What follows belongs to an exercise in optimizing a design on an open flow for small area, a short achievable clock period and few clock cycles; a production flow would make more cautious choices. Where RTL was checked, it was by simulation tests only, not by an equivalence proof against the original. Power figures rest on the tool's default switching activity, not on a simulated workload.

// proc
module proc ( 
   imem_addr, dmem_addr, dmem_wdata, dmem_wr, halt,
   clk, rst, imem_data, dmem_rdata
   );
   input wire clk;
   input wire rst;
   output wire [15:0] imem_addr;
   input wire [15:0]  imem_data;
   output wire [15:0] dmem_addr;
   output wire [15:0] dmem_wdata;
   output wire        dmem_wr;
   input wire [15:0]  dmem_rdata;
   output wire        halt;
   reg [15:0] pc;         
   reg [15:0] ir;         
   reg        ev;         
   reg        halted;
   reg [15:0] m_res, m_wdata;    
   reg        m_wr, m_ld, m_we;
   reg [2:0]  m_rd;
   wire [4:0] op = imem_data[15:11];
   wire [1:0] fn = imem_data[1:0];
   wire f_halt = (op == 5'b00000);
   wire f_jmp  = (op == 5'b00100) | (op == 5'b00110);    
   wire f_jrx  = (op == 5'b00101) | (op == 5'b00111);    
   wire f_link = (op == 5'b00110) | (op == 5'b00111);    
   wire f_alui = (op[4:2] == 3'b010);
   wire f_br   = (op[4:2] == 3'b011);
   wire f_st   = (op == 5'b10000) | (op == 5'b10011);    
   wire f_ld   = (op == 5'b10001);
   wire f_slbi = (op == 5'b10010);
   wire f_stu  = (op == 5'b10011);
   wire f_shi  = (op[4:2] == 3'b101);
   wire f_lbi  = (op == 5'b11000);
   wire f_btr  = (op == 5'b11001);
   wire f_shr  = (op == 5'b11010);
   wire f_alur = (op == 5'b11011);
   wire f_set  = (op[4:2] == 3'b111);
   wire [1:0] f_aop = f_alur ? fn : op[1:0];    
   wire f_alu = f_alui | f_alur;
   wire f_wr_rt = f_alui | f_shi;
   wire f_wr_rs = f_lbi | f_slbi | f_stu;
   wire f_wr_rd = f_btr | f_shr | f_alur | f_set;
   wire [2:0] f_dst = f_wr_rt ? imem_data[7:5] : f_wr_rs ? imem_data[10:8] :
                      f_wr_rd ? imem_data[4:2] : 3'd7;
   wire f_sx5 = (f_alui & ~op[1]) | (op[4:2] == 3'b100);    
   wire f_ihi = f_sx5 & imem_data[4];
   wire f_ctl = f_jmp | f_jrx | f_br | f_lbi;    
   wire f_apc = f_jmp | f_br;            
   wire [2:0] f_rs = imem_data[10:8];
  ...
==> flow/config.mk <==
export PLATFORM = sky130hd
export DESIGN_NAME = proc
export DESIGN_NICKNAME = proc
export VERILOG_FILES = /design/flow/design.v
export SDC_FILE = /design/flow/constraint.sdc
export NUM_CORES = 4
export LEC_CHECK = 0
export CAP_MARGIN = 0
export CORE_MARGIN = 2
export CORE_UTILIZATION = 70
export CTS_CLUSTER_DIAMETER = 100
export CTS_CLUSTER_SIZE = 25
export SLEW_MARGIN = 0
==> flow/constraint.sdc <==
create_clock -name core_clock -period 12.0 [get_ports {clk}]
set_input_delay 2.4000 -clock core_clock [delete_from_list [all_inputs] [get_ports {clk}]]
set_output_delay 2.4000 -clock core_clock [all_outputs]
set_load 0.01 [all_outputs]
standard.sh (not shown) runs the stock make flow with config.mk's settings and CLKGATE_MAP_FILE= SYNTH_SCRIPT=/design/flow/synth_recipe.tcl, a recipe that flattens the netlist after the stock synthesis.
==> flow/flow/run.sh <==
#!/bin/bash
# Own layout flow: the standard layout (standard.sh, unchanged synthesis,
# floorplan, power grid and routing), with two settings changed:
#  - the port buffers are the cell named in flow/iobuf.txt (the standard flow
#    picks clkdlybuf4s50_1);
set -euo pipefail
SETUP_MARGIN=$(cat flow/margin.txt)
IOBUF=$(cat flow/iobuf.txt)
bash standard.sh "BUFFER_PORTS_ARGS=-buffer_cell $IOBUF" \
     "SETUP_SLACK_MARGIN=$SETUP_MARGIN" finish > flow_make.log 2>&1
==> flow/flow/iobuf.txt <==
sky130_fd_sc_hd__buf_2
==> flow/flow/margin.txt <==
8.25
Testbench counts at the start, summed over its fixed seeds: cycles 68,275.
Then changed:
==> flow/flow/run.sh (replaced) <==
#!/bin/bash
# Own layout flow: the standard layout (standard.sh, unchanged synthesis,
# floorplan, power grid and routing), with two settings changed:
#  - the port buffers are buf_2 cells (the standard flow picks clkdlybuf4s50_1);
#  - timing repair aims for SETUP_MARGIN ns of setup slack at the design's
#    clock period (the constraints themselves are unchanged).
# The make output goes to flow_make.log; each ORFS step logs under orfs/logs.
set -euo pipefail
SETUP_MARGIN=$(cat flow/margin.txt)
bash standard.sh "BUFFER_PORTS_ARGS=-buffer_cell sky130_fd_sc_hd__buf_2" \
     "SETUP_SLACK_MARGIN=$SETUP_MARGIN" finish > flow_make.log 2>&1
==> flow/flow/margin.txt (replaced) <==
8.0
--- a/flow/config.mk
+++ b/flow/config.mk
@@ -8 +8 @@
-export CAP_MARGIN = 0
+export CAP_MARGIN = 20
@@ -10 +10 @@
-export CORE_UTILIZATION = 70
+export CORE_UTILIZATION = 60
@@ -13 +13 @@
-export SLEW_MARGIN = 0
+export SLEW_MARGIN = 20
removed: flow/flow/iobuf.txt
Outcome: Routed wire length is lower by about 1.2%. Utilization shrinks by 12 points. Clock-buffer cell count rose by 1. Die area climbs by about 16%. Global-route usage drops by 5.1 points.
Then changed:
==> flow/flow/margin.txt (replaced) <==
8.5
--- a/flow/config.mk
+++ b/flow/config.mk
@@ -10,3 +10 @@
-export CORE_UTILIZATION = 60
-export CTS_CLUSTER_DIAMETER = 100
-export CTS_CLUSTER_SIZE = 25
+export CORE_UTILIZATION = 40
Outcome:
- synthesized area stays the same
- global-route usage is lower by 9.9 points
- worst setup slack is better by 0.34 ns
Then changed:
==> flow/flow/run.sh (replaced) <==
#!/bin/bash
# Own layout flow: the standard layout (standard.sh, unchanged synthesis,
# floorplan, power grid and routing), with two settings changed:
#  - the port buffers are the cell named in flow/iobuf.txt (the standard flow
#    picks clkdlybuf4s50_1);
set -euo pipefail
SETUP_MARGIN=$(cat flow/margin.txt)
IOBUF=$(cat flow/iobuf.txt)
bash standard.sh "BUFFER_PORTS_ARGS=-buffer_cell $IOBUF" \
     "SETUP_SLACK_MARGIN=$SETUP_MARGIN" finish > flow_make.log 2>&1
==> flow/flow/iobuf.txt (new file) <==
sky130_fd_sc_hd__buf_1
==> flow/flow/margin.txt (replaced) <==
8.25
--- a/flow/config.mk
+++ b/flow/config.mk
@@ -10 +10,3 @@
-export CORE_UTILIZATION = 40
+export CORE_UTILIZATION = 70
+export CTS_CLUSTER_DIAMETER = 100
+export CTS_CLUSTER_SIZE = 25
Via count is lower by about 0.4%; core utilization came out higher by 27 points; synthesized cell count stays the same; worst setup slack loses 0.16 ns; synthesized area is unchanged; die area drops by 42%; routed wire length fell by 10%; critical path depth climbs by 12; total power decreases by about 17%; first-iteration DRC count increases by about 17%.

== oak ==
The RTL this note starts from:
==> flow/design.v <==
`default_nettype none
module regFile (clk, rst, ra, rb, rdata_a, rdata_b, we, waddr, wdata);
   input wire        clk, rst;
   input wire [2:0]  ra, rb;
   output wire [15:0] rdata_a, rdata_b;
   input wire        we;
   input wire [2:0]  waddr;
   input wire [15:0] wdata;
   reg [7:0]  valid;
   wire [7:0] wsel = we ? (8'd1 << waddr) : 8'd0;
   wire [15:0] r [0:7];
   genvar g;
   generate
      for (g = 0; g < 8; g = g + 1) begin : rg
         reg [15:0] q;
         always @(posedge clk)
            if (wsel[g]) q <= wdata;
         assign r[g] = q;
      end
   endgenerate
   always @(posedge clk)
      if (rst) valid <= 8'd0;
      else     valid <= valid | wsel;
   wire [7:0] sa = (8'd1 << ra) & valid;
   wire [7:0] sb = (8'd1 << rb) & valid;
   reg [15:0] oa, ob;
   integer i;
   always @(*) begin
      oa = 16'd0; ob = 16'd0;
      for (i = 0; i < 8; i = i + 1) begin
         oa = oa | ({16{sa[i]}} & r[i]);
         ob = ob | ({16{sb[i]}} & r[i]);
      end
   end
   assign rdata_a = oa;
   assign rdata_b = ob;
endmodule
`default_nettype wire
`default_nettype none
module alu (a, b, inv_a, sh_op, sel_add, sel_xor, sel_andn, sel_sh, sel_set,
            set_op, sum, res);
   input wire [15:0] a;        
   input wire [15:0] b;        
   input wire        inv_a;    
   input wire [1:0]  sh_op;    
   input wire        sel_add, sel_xor, sel_andn, sel_sh, sel_set;
   input wire [1:0]  set_op;   
   output wire [15:0] sum;
   output wire [15:0] res;
   wire [15:0] x = a ^ {16{inv_a}};
   wire [16:0] s17 = {1'b0, x} + {1'b0, b} + {16'd0, inv_a};
   assign sum = s17[15:0];
   wire cout = s17[16];
   wire b_ge_a = (a[15] ^ b[15]) ? b[15] == 1'b0 : ~sum[15];
   wire eq = (a == b);
   wire setbit = (set_op == 2'b00) ? eq :
                 (set_op == 2'b01) ? (b_ge_a & ~eq) :
                 (set_op == 2'b10) ? b_ge_a :
                                     cout;
   wire [3:0] s = b[3:0];
   wire       right = sh_op[1];
   wire [3:0] amt = right ? (4'd0 - s) : s;
   wire [15:0] r0 = amt[0] ? {a[14:0], a[15]}     : a;
   wire [15:0] r1 = amt[1] ? {r0[13:0], r0[15:14]} : r0;
   wire [15:0] r2 = amt[2] ? {r1[11:0], r1[15:12]} : r1;
   wire [15:0] r3 = amt[3] ? {r2[7:0], r2[15:8]}   : r2;
   reg [15:0] keep_l;    
   integer i;
   always @(*)
      for (i = 0; i < 16; i = i + 1) keep_l[i] = (i >= s);
   wire [15:0] keep_r;   
   genvar g;
   generate for (g = 0; g < 16; g = g + 1) begin : rv
      assign keep_r[g] = keep_l[15 - g];
   end endgenerate
   wire [15:0] mask = ~sh_op[0] ? 16'hffff : right ? keep_r : keep_l;
   wire [15:0] shres = r3 & mask;
   assign res = ({16{sel_add}}  & sum) |
                ({16{sel_xor}}  & (a ^ b)) |
                ({16{sel_andn}} & (a & ~b)) |
                ({16{sel_sh}}   & shres) |
                {15'd0, sel_set & setbit};
endmodule
`default_nettype wire
`default_nettype none
module proc ( 
   imem_addr, dmem_addr, dmem_wdata, dmem_wr, halt,
   clk, rst, imem_data, dmem_rdata
   );
   input wire clk;
   input wire rst;
   output wire [15:0] imem_addr;
   input wire [15:0]  imem_data;
   output wire [15:0] dmem_addr;
   output wire [15:0] dmem_wdata;
   output wire        dmem_wr;
   input wire [15:0]  dmem_rdata;
   output wire        halt;
   reg [15:0] pc;         
   reg [15:0] ir;         
   reg        ev;         
   reg        halted;
   reg [15:0] m_addr, m_wdata;
   reg        m_wr, m_ld;
   reg [2:0]  m_rd;
   wire [4:0] op = ir[15:11];
   wire [1:0] fn = ir[1:0];
   wire [2:0] rs = ir[10:8];
   wire [2:0] rt = ir[7:5];
   wire [2:0] rd = ir[4:2];
   wire is_halt = (op == 5'b00000);
   wire is_j    = (op == 5'b00100);
   wire is_jr   = (op == 5'b00101);
   wire is_jal  = (op == 5'b00110);
   wire is_jalr = (op == 5'b00111);
   wire is_alui = (op[4:2] == 3'b010);
   wire is_br   = (op[4:2] == 3'b011);
   wire is_st   = (op == 5'b10000);
   wire is_ld   = (op == 5'b10001);
   wire is_slbi = (op == 5'b10010);
   wire is_stu  = (op == 5'b10011);
   wire is_shi  = (op[4:2] == 3'b101);
   wire is_lbi  = (op == 5'b11000);
   wire is_btr  = (op == 5'b11001);
   wire is_shr  = (op == 5'b11010);
   wire is_alur = (op == 5'b11011);
   wire is_set  = (op[4:2] == 3'b111);
   wire [1:0] aop = is_alur ? fn : op[1:0];    
   wire alu_grp = is_alui | is_alur;
   wire wr_rt = is_alui | is_shi | is_ld;
   wire wr_rs = is_lbi | is_slbi | is_stu;
   wire wr_rd = is_btr | is_shr | is_alur | is_set;
   wire wr_r7 = is_jal | is_jalr;
   wire e_we  = ev & (wr_rt | wr_rs | wr_rd | wr_r7) & ~is_ld;
   wire [2:0] e_dst = wr_rt ? rt : wr_rs ? rs : wr_rd ? rd : 3'd7;
   wire use_imm = ~(op[4] & op[3]);
   wire sx5 = (is_alui & ~op[1]) | (op[4:2] == 3'b100);    
   wire ihi = sx5 & ir[4];
   wire is_jrx = is_jr | is_jalr;
   wire [15:0] imm = is_jrx ? {{8{ir[7]}}, ir[7:0]} : {{11{ihi}}, ir[4:0]};
   wire [15:0] ra_d, rb_d;
   wire        rf_we;
   wire [2:0]  rf_wa;
   wire [15:0] rf_wd;
   regFile RF(.clk(clk), .rst(rst), .ra(rs), .rb(rt), .rdata_a(ra_d), .rdata_b(rb_d),
              .we(rf_we), .waddr(rf_wa), .wdata(rf_wd));
   wire [15:0] opb = use_imm ? imm : rb_d;
   wire inv_a = (alu_grp & (aop == 2'b01)) | (is_set & (op[1] ^ op[0]));
   wire [1:0] sh_op = is_shi ? op[1:0] : fn;
   wire sel_add = (alu_grp & (aop == 2'b00)) | (alu_grp & (aop == 2'b01)) | is_stu;
   wire sel_xor = alu_grp & (aop == 2'b10);
   wire sel_andn = alu_grp & (aop == 2'b11);
   wire sel_sh  = is_shi | is_shr;
   wire [15:0] sum, alu_res;
   alu ALU(.a(ra_d), .b(opb), .inv_a(inv_a), .sh_op(sh_op), .sel_add(sel_add),
           .sel_xor(sel_xor), .sel_andn(sel_andn), .sel_sh(sel_sh), .sel_set(is_set),
           .set_op(op[1:0]), .sum(sum), .res(alu_res));
   wire [15:0] btr;
   genvar g;
   generate for (g = 0; g < 16; g = g + 1) begin : bt
      assign btr[g] = ra_d[15 - g];
   end endgenerate
   wire [15:0] e_res = alu_res |
                       ({16{is_btr}}  & btr) |
                       ({16{is_lbi}}  & {{8{ir[7]}}, ir[7:0]}) |
                       ({16{is_slbi}} & {ra_d[7:0], ir[7:0]}) |
                       ({16{wr_r7}}   & pc);
   wire zero = (ra_d == 16'd0);
   wire cond = (op[1:0] == 2'b00) ? zero :
               (op[1:0] == 2'b01) ? ~zero :
               (op[1:0] == 2'b10) ? ra_d[15] : ~ra_d[15];
   wire taken = ev & (is_j | is_jal | is_jrx | (is_br & cond));
   wire [15:0] boff = (is_j | is_jal) ? {{5{ir[10]}}, ir[10:0]} : {{8{ir[7]}}, ir[7:0]};
   wire [15:0] btgt = pc + boff;
   wire [15:0] target = is_jrx ? sum : btgt;
   wire e_halt = ev & is_halt;
   wire replay = ev & is_ld;
   wire stop   = replay | e_halt | halted;
   assign rf_we = m_ld | e_we;
   assign rf_wa = m_ld ? m_rd : e_dst;
   assign rf_wd = m_ld ? dmem_rdata : e_res;
   always @(posedge clk) begin
      ir     <= imem_data;
      m_addr <= sum;
      m_wdata <= rb_d;
      m_rd   <= rt;
      if (rst) begin
         pc     <= 16'd0;
         ev     <= 1'b0;
         halted <= 1'b0;
         m_wr   <= 1'b0;
         m_ld   <= 1'b0;
      end else begin
         pc     <= taken ? target : pc + {14'd0, ~stop, 1'b0};
         ev     <= ~taken & ~stop;
         halted <= halted | e_halt;
         m_wr   <= ev & (is_st | is_stu);
         m_ld   <= ev & is_ld;
      end
   end
   assign imem_addr  = pc;
   assign dmem_addr  = m_addr;
   assign dmem_wdata = m_wdata;
   assign dmem_wr    = m_wr;
   assign halt       = e_halt | halted;
endmodule  
`default_nettype wire
Settings: LEC_CHECK=0, ABC_AREA=1, CAP_MARGIN=20, CORE_MARGIN=2, CORE_UTILIZATION=40, SLEW_MARGIN=20; clock period 12.0 ns.
run.sh (not shown) runs the stock make flow with config.mk's settings and CLKGATE_MAP_FILE= SYNTH_SCRIPT=/design/flow/synth_recipe.tcl, a recipe that flattens the netlist after the stock synthesis.
Stock flow here: none of the scripts above is used.
No stage failed in oak, and the final checks on the layout all came back clean.
Changes in pine relative to oak:
# oak
export LEC_CHECK = 0
export ABC_AREA = 1
export CAP_MARGIN = 20
export CORE_MARGIN = 2
export CORE_UTILIZATION = 40
export SLEW_MARGIN = 20
create_clock -name core_clock -period 12.0 [get_ports {clk}]
# pine
export LEC_CHECK = 0
export CAP_MARGIN = 20
export CORE_MARGIN = 2
export CORE_UTILIZATION = 40
export SLEW_MARGIN = 20
create_clock -name core_clock -period 12.0 [get_ports {clk}]
[summary]
In the tables for pine and oak, proportion of cell area spent on the clock network reads lower with pine.
Final critical path time including I/O delays and setup: pine vs oak, no meaningful difference
In pine, the share of the synthesized area in compound gates (AO/OA/AOI/OAI) came out 6.3 points above the value in oak.
Launch point of the worst path = ir[6]: oak; launch point of the worst path = ir[14]: pine
Going from oak to pine, clock-buffer cell count grew by more than 10%.
Compared with oak, in pine power per standard cell area went down, routed length on met2 decreased 330 um, number of stages on the worst hold path fell by 1, proportion of power drawn by the clock network shows a reduction of 2.0 points, sequential cell area share went up.
Of pine and oak, it is pine that has the lower area of the mapped netlist.
Relative to pine, the following input files were edited for birch:
# pine
export LEC_CHECK = 0
export CAP_MARGIN = 20
export CORE_MARGIN = 2
export CORE_UTILIZATION = 40
export SLEW_MARGIN = 20
create_clock -name core_clock -period 12.0 [get_ports {clk}]
# birch
export LEC_CHECK = 0
export CAP_MARGIN = 60
export CORE_MARGIN = 2
export CORE_UTILIZATION = 40
export SLEW_MARGIN = 80
create_clock -name core_clock -period 12.0 [get_ports {clk}]
Results
- Power density normalized to cell area: birch < pine
- Summary — growth of design area from synthesis to finish, birch relative to pine: higher, by 15 points.
- ~same mean instance size in the synthesized netlist in birch and pine
- Between birch and pine, the via density per instance does not differ in any meaningful way.
- pine has a lower static leakage than birch.
- Summary of birch over pine: sum of net half-perimeters after detailed placement went up by 3.0%, number of cells on the critical path went up by 1, multi-input logic area went up by about 17%, total routed wirelength went up by 1.6%.
No functional check of the RTL was part of any run of this note.

## what the ideal ports hide
How much do the figures lean on ideal ports? The routed layouts below were timed once more, with nothing changed but the port constraints. Step 1 assumes that a clkbuf_16 drives the clock port and a buf_2 every other input. Step 2 also shifts input and output timing later by t, the mid clock arrival at the registers, as if the neighbouring blocks saw the same clock. a / b / c = no drivers / after step 1 / after step 2; a / b = the first two.
run	shift t [ns]	setup slack, ns	hold slack, ns	worst setup path at the end	latest minus earliest clock arrival (ns)
the first run of note 1	0.527	8.221 / 8.207 / 7.719	0.432 / 0.432 / 0.432	input to register	0.026 / 0.026
the second run of note 1	0.546	8.051 / 8.005 / 7.533	0.414 / 0.414 / 0.414	input to register	0.032 / 0.031
the third run of note 1	0.588	8.396 / 8.345 / 7.883	0.427 / 0.427 / 0.427	input to register	0.024 / 0.024
the fourth run of note 1	0.532	8.238 / 8.203 / 7.735	0.412 / 0.412 / 0.412	input to register	0.028 / 0.027
oak	0.593	6.134 / 6.134 / 6.134	0.471 / 0.471 / 0.471	register to register	0.017 / 0.016
pine	0.577	6.132 / 6.132 / 6.132	0.490 / 0.490 / 0.490	register to register	0.024 / 0.023
birch	0.574	6.829 / 6.829 / 6.829	0.488 / 0.488 / 0.488	register to register	0.026 / 0.026
After both steps every run listed still meets setup and hold. For the second run of note 1, which loses most, drivers alone change the setup slack by -0.046 ns; drivers and shift together by -0.518 ns.
